From an optimization exercise on the open Yosys and OpenROAD flow, aimed at small area, a short achievable clock period and few clock cycles per item; shortcuts taken in it are not production practice. Only simulation tests tie the RTL to the original design; equivalence was not proved. No activity file was given, so power comes from the tool's default toggle rates.

==> raven: inputs <==
==> flow/design.v (excerpt) <==
module mult32x32_fast (
    input logic clk,
    input logic reset,
    input logic start,
    input logic [31:0] a,
    input logic [31:0] b,
    output logic busy,
    output logic [63:0] product
);
wire [47:0] sum;
logic [15:0] L;
logic two;
wire go = start & ~busy;
wire [15:0] m = busy ? b[31:16] : b[15:0];
wire [31:0] acc = busy ? sum[47:16] : 32'd0;
logic [47:0] hsr;
logic [47:0] hcr;
wire one0_0, two0_0, neg0_0;
mencm0 ue0_0 (.s(busy), .l2(b[1]), .l1(b[0]), .h2(b[17]), .h1(b[16]), .one(one0_0), .two(two0_0), .neg(neg0_0));
wire one0_1, two0_1, neg0_1;
mencm0 ue0_1 (.s(busy), .l2(b[1]), .l1(b[0]), .h2(b[17]), .h1(b[16]), .one(one0_1), .two(two0_1), .neg(neg0_1));
wire one0_2, two0_2, neg0_2;
mencm0 ue0_2 (.s(busy), .l2(b[1]), .l1(b[0]), .h2(b[17]), .h1(b[16]), .one(one0_2), .two(two0_2), .neg(neg0_2));
wire neg0 = neg0_0;
wire pp0_0 = ((one0_0 & a[0]) | (two0_0 & 1'b0)) ^ neg0;
wire pp0_1;
mbpp upp0_1 (.one(one0_0), .two(two0_0), .neg(neg0_0), .aj(a[1]), .ajm(a[0]), .p(pp0_1));
wire pp0_2;
mbpp upp0_2 (.one(one0_0), .two(two0_0), .neg(neg0_0), .aj(a[2]), .ajm(a[1]), .p(pp0_2));
wire pp0_3;
mbpp upp0_3 (.one(one0_0), .two(two0_0), .neg(neg0_0), .aj(a[3]), .ajm(a[2]), .p(pp0_3));
wire pp0_4;
mbpp upp0_4 (.one(one0_0), .two(two0_0), .neg(neg0_0), .aj(a[4]), .ajm(a[3]), .p(pp0_4));
wire pp0_5;
mbpp upp0_5 (.one(one0_0), .two(two0_0), .neg(neg0_0), .aj(a[5]), .ajm(a[4]), .p(pp0_5));
wire pp0_6;
mbpp upp0_6 (.one(one0_0), .two(two0_0), .neg(neg0_0), .aj(a[6]), .ajm(a[5]), .p(pp0_6));
wire pp0_7;
mbpp upp0_7 (.one(one0_0), .two(two0_0), .neg(neg0_0), .aj(a[7]), .ajm(a[6]), .p(pp0_7));
  ...
Settings: LEC_CHECK=0, CAP_MARGIN=20, CORE_MARGIN=2, CORE_UTILIZATION=40, CTS_BUF_LIST=sky130_fd_sc_hd__clkbuf_4 sky130_fd_sc_hd__clkbuf_8, SETUP_SLACK_MARGIN=4.8, SLEW_MARGIN=20, SYNTH_HIERARCHICAL=1, SYNTH_MINIMUM_KEEP_SIZE=0, TNS_END_PERCENT=0; clock period 10.0 ns.
standard.sh (not shown) runs the stock make flow with config.mk's settings and CLKGATE_MAP_FILE= SYNTH_SCRIPT=/design/flow/synth_recipe.tcl, a recipe that flattens the netlist after the stock synthesis.
==> flow/flow/run.sh <==
#!/bin/bash
# Own layout flow: the standard synthesis and layout (standard.sh), with these changes:
#  - before floorplanning, each combinational cell of the synthesized netlist gets the drive
#    strength its fanout calls for (flow/resize.py): the smallest variant of its footprint for
#    a small fanout, larger ones for large fanouts. Registers are untouched; the layout's repair
#    steps size cells again where slew, capacitance or timing need it;
#  - ports are buffered with buf_2 instead of the default port buffer;
#  - timing repair only sizes cells up and swaps pins (no buffering or cloning), and the
#    repair after global routing is skipped (the repair after clock tree synthesis remains).
# Each tool's output goes to a log file in this folder.
set -euo pipefail
R=orfs/results/sky130hd/mult32x32_fast/base
export BUFFER_PORTS_ARGS="-buffer_cell sky130_fd_sc_hd__buf_2"
export SKIP_INCREMENTAL_REPAIR=1
export SETUP_MOVE_SEQUENCE="sizeup,swap"
bash standard.sh synth > synth.log 2>&1
python3 flow/resize.py "$FLOW_HOME/platforms/sky130hd/lib/sky130_fd_sc_hd__tt_025C_1v80.lib" $R/1_2_yosys.v > resize.log 2>&1
touch $R/1_2_yosys.v
bash standard.sh > layout.log 2>&1
Other scripts of this flow, unchanged in this note and not shown: flow/flow/resize.py
==> juniper (differences from raven) <==
==> flow/flow/run.sh (replaced) <==
#!/bin/bash
# Own layout flow: the standard synthesis and layout (standard.sh), with two changes:
#  - before floorplanning, every combinational cell of the synthesized netlist is set to
#    the smallest drive strength of its footprint (flow/resize.py); registers are untouched,
#    and the layout's repair steps size cells up again where needed;
#  - ports are buffered with buf_2 instead of the default port buffer.
# Each tool's output goes to a log file in this folder.
set -euo pipefail
R=orfs/results/sky130hd/mult32x32_fast/base
export BUFFER_PORTS_ARGS="-buffer_cell sky130_fd_sc_hd__buf_2"
export SKIP_INCREMENTAL_REPAIR=1
bash standard.sh synth > synth.log 2>&1
python3 flow/resize.py "$FLOW_HOME/platforms/sky130hd/lib/sky130_fd_sc_hd__tt_025C_1v80.lib" $R/1_2_yosys.v > resize.log 2>&1
touch $R/1_2_yosys.v
bash standard.sh > layout.log 2>&1
--- a/flow/config.mk
+++ b/flow/config.mk
@@ -9,7 +9,7 @@
 export CORE_MARGIN = 2
 export CORE_UTILIZATION = 40
 export CTS_BUF_LIST = sky130_fd_sc_hd__clkbuf_4 sky130_fd_sc_hd__clkbuf_8
-export SETUP_SLACK_MARGIN = 4.8
+export SETUP_SLACK_MARGIN = 5.0
 export SLEW_MARGIN = 20
 export SYNTH_HIERARCHICAL = 1
 export SYNTH_MINIMUM_KEEP_SIZE = 0
==> violet (differences from raven) <==
==> flow/flow/run.sh (replaced) <==
#!/bin/bash
# Own layout flow: the standard synthesis and layout (standard.sh), with two changes:
#  - before floorplanning, every combinational cell of the synthesized netlist is set to
#    the smallest drive strength of its footprint (flow/resize.py); registers are untouched,
#    and the layout's repair steps size cells up again where needed;
#  - ports are buffered with buf_2 instead of the default port buffer.
# Each tool's output goes to a log file in this folder.
set -euo pipefail
R=orfs/results/sky130hd/mult32x32_fast/base
export BUFFER_PORTS_ARGS="-buffer_cell sky130_fd_sc_hd__buf_2"
export SKIP_INCREMENTAL_REPAIR=1
export SETUP_MOVE_SEQUENCE="sizeup,swap"
bash standard.sh synth > synth.log 2>&1
python3 flow/resize.py "$FLOW_HOME/platforms/sky130hd/lib/sky130_fd_sc_hd__tt_025C_1v80.lib" $R/1_2_yosys.v > resize.log 2>&1
touch $R/1_2_yosys.v
bash standard.sh > layout.log 2>&1
--- a/flow/config.mk
+++ b/flow/config.mk
@@ -9,7 +9,7 @@
 export CORE_MARGIN = 2
 export CORE_UTILIZATION = 40
 export CTS_BUF_LIST = sky130_fd_sc_hd__clkbuf_4 sky130_fd_sc_hd__clkbuf_8
-export SETUP_SLACK_MARGIN = 4.8
+export SETUP_SLACK_MARGIN = 4.4
 export SLEW_MARGIN = 20
 export SYNTH_HIERARCHICAL = 1
 export SYNTH_MINIMUM_KEEP_SIZE = 0
==> comparison <==
- violet completed without violations. raven passed the timing, DRC and antenna checks. juniper went through all stages and came out clean.
- First-iteration DRC count: raven < juniper < violet.
- The lowest non-clock buffer count belongs to raven, the highest to juniper.
- Synthesized cell count is the same in juniper and raven.
- Hold slack: juniper < raven < violet.
- In violet the sequential share of layout area is higher than in juniper, by 1.1 points.
- Clock skew: violet < raven < juniper.
- Of violet and juniper, juniper has the higher clock power (gap about 1%, measured against juniper).
- Sequential power is about the same in violet and raven.
- Flip-flop and latch count is the same in raven and juniper.
==> figures <==
| quantity | raven | juniper | violet |
|---|---|---|---|
| Non-clock buffer share | 3.655% | 6.494% | 3.523% |
| Final setup skew | 0.02501 ns | 0.02811 ns | 0.01912 ns |
| Pin count of the biggest net entering global routing | 86 | 86 | 75 |
| Via count | 14570 | 14930 | 14590 |
| Final area over synthesized area | 1.1261x | 1.1786x | 1.1001x |
| Resized cells post-CTS | 76 | 150 | 6 |
| Area after detailed placement | 0.01966 mm^2 | 0.01966 mm^2 | 0.01957 mm^2 |
| Number of standard cells in the layout, taps in and fillers out | 2469 | 2527 | 2470 |
| Number of vias per cell | 5.902 | 5.906 | 5.907 |
| Static Leakage | 7.367 nW | 7.755 nW | 7.287 nW |
| WL met1 | 26370 um | 26780 um | 26340 um |
| Worst hold margin | 0.6174 ns | 0.6099 ns | 0.7380 ns |
| Routability congestion estimate | 0.9410 | 0.9410 | 0.9624 |
| Utilization after layout | 45.40% | 47.52% | 44.35% |
| Crit Reg-Reg Endpoint | hcr[23] | hcr[28] | hcr[22] |
| Total wire length after detailed routing | 61180 um | 62950 um | 60960 um |
| Start of the worst register-to-register path | hcr[16] | hcr[21] | hsr[21] |
| DP HPWL | 47250 um | 47250 um | 47550 um |
| Result of the run | no timing/DRC/antenna violations | no timing/DRC/antenna violations | no timing/DRC/antenna violations |
Testbench counts of raven, summed over its fixed seeds: cycles 4,794, items 3,200.
Testbench counts of juniper, summed over its fixed seeds: cycles 4,794, items 3,200.
Testbench counts of violet, summed over its fixed seeds: cycles 4,794, items 3,200.

## port drivers added, routing unchanged
How much do the figures lean on ideal ports? The routed layouts below were timed once more, with nothing changed but the port constraints.
Step 1: set_driving_cell puts a clkbuf_16 on clk and a buf_2 on each other input, an assumption about the parent block.
Step 2 adds t to the input delays and takes it off the output delays; t is the mean of the earliest and latest rising clock arrival at the registers after step 1. Input paths then give back, and output paths get back, about the clock's delay inside the block.
Slacks: no drivers / after step 1 / after step 2; pairs: no drivers / after step 1.
| run | t, ns | setup slack, ns | hold slack, ns | worst setup path after step 2 | slew at the worst register clock pin (ns) |
|---|---|---|---|---|---|
| raven | 0.494 | 4.507 / 4.529 / 4.035 | 0.617 / 0.617 / 0.617 | input to register | 0.10 / 0.10 |
| juniper | 0.499 | 4.667 / 4.645 / 4.176 | 0.610 / 0.610 / 0.610 | input to register | 0.10 / 0.10 |
| violet | 0.492 | 4.272 / 4.284 / 3.800 | 0.738 / 0.738 / 0.738 | input to register | 0.09 / 0.09 |
After both steps every run listed still meets setup and hold. The setup slack of juniper, which loses most, moves by -0.022 ns with the drivers and by -0.491 ns with both steps.
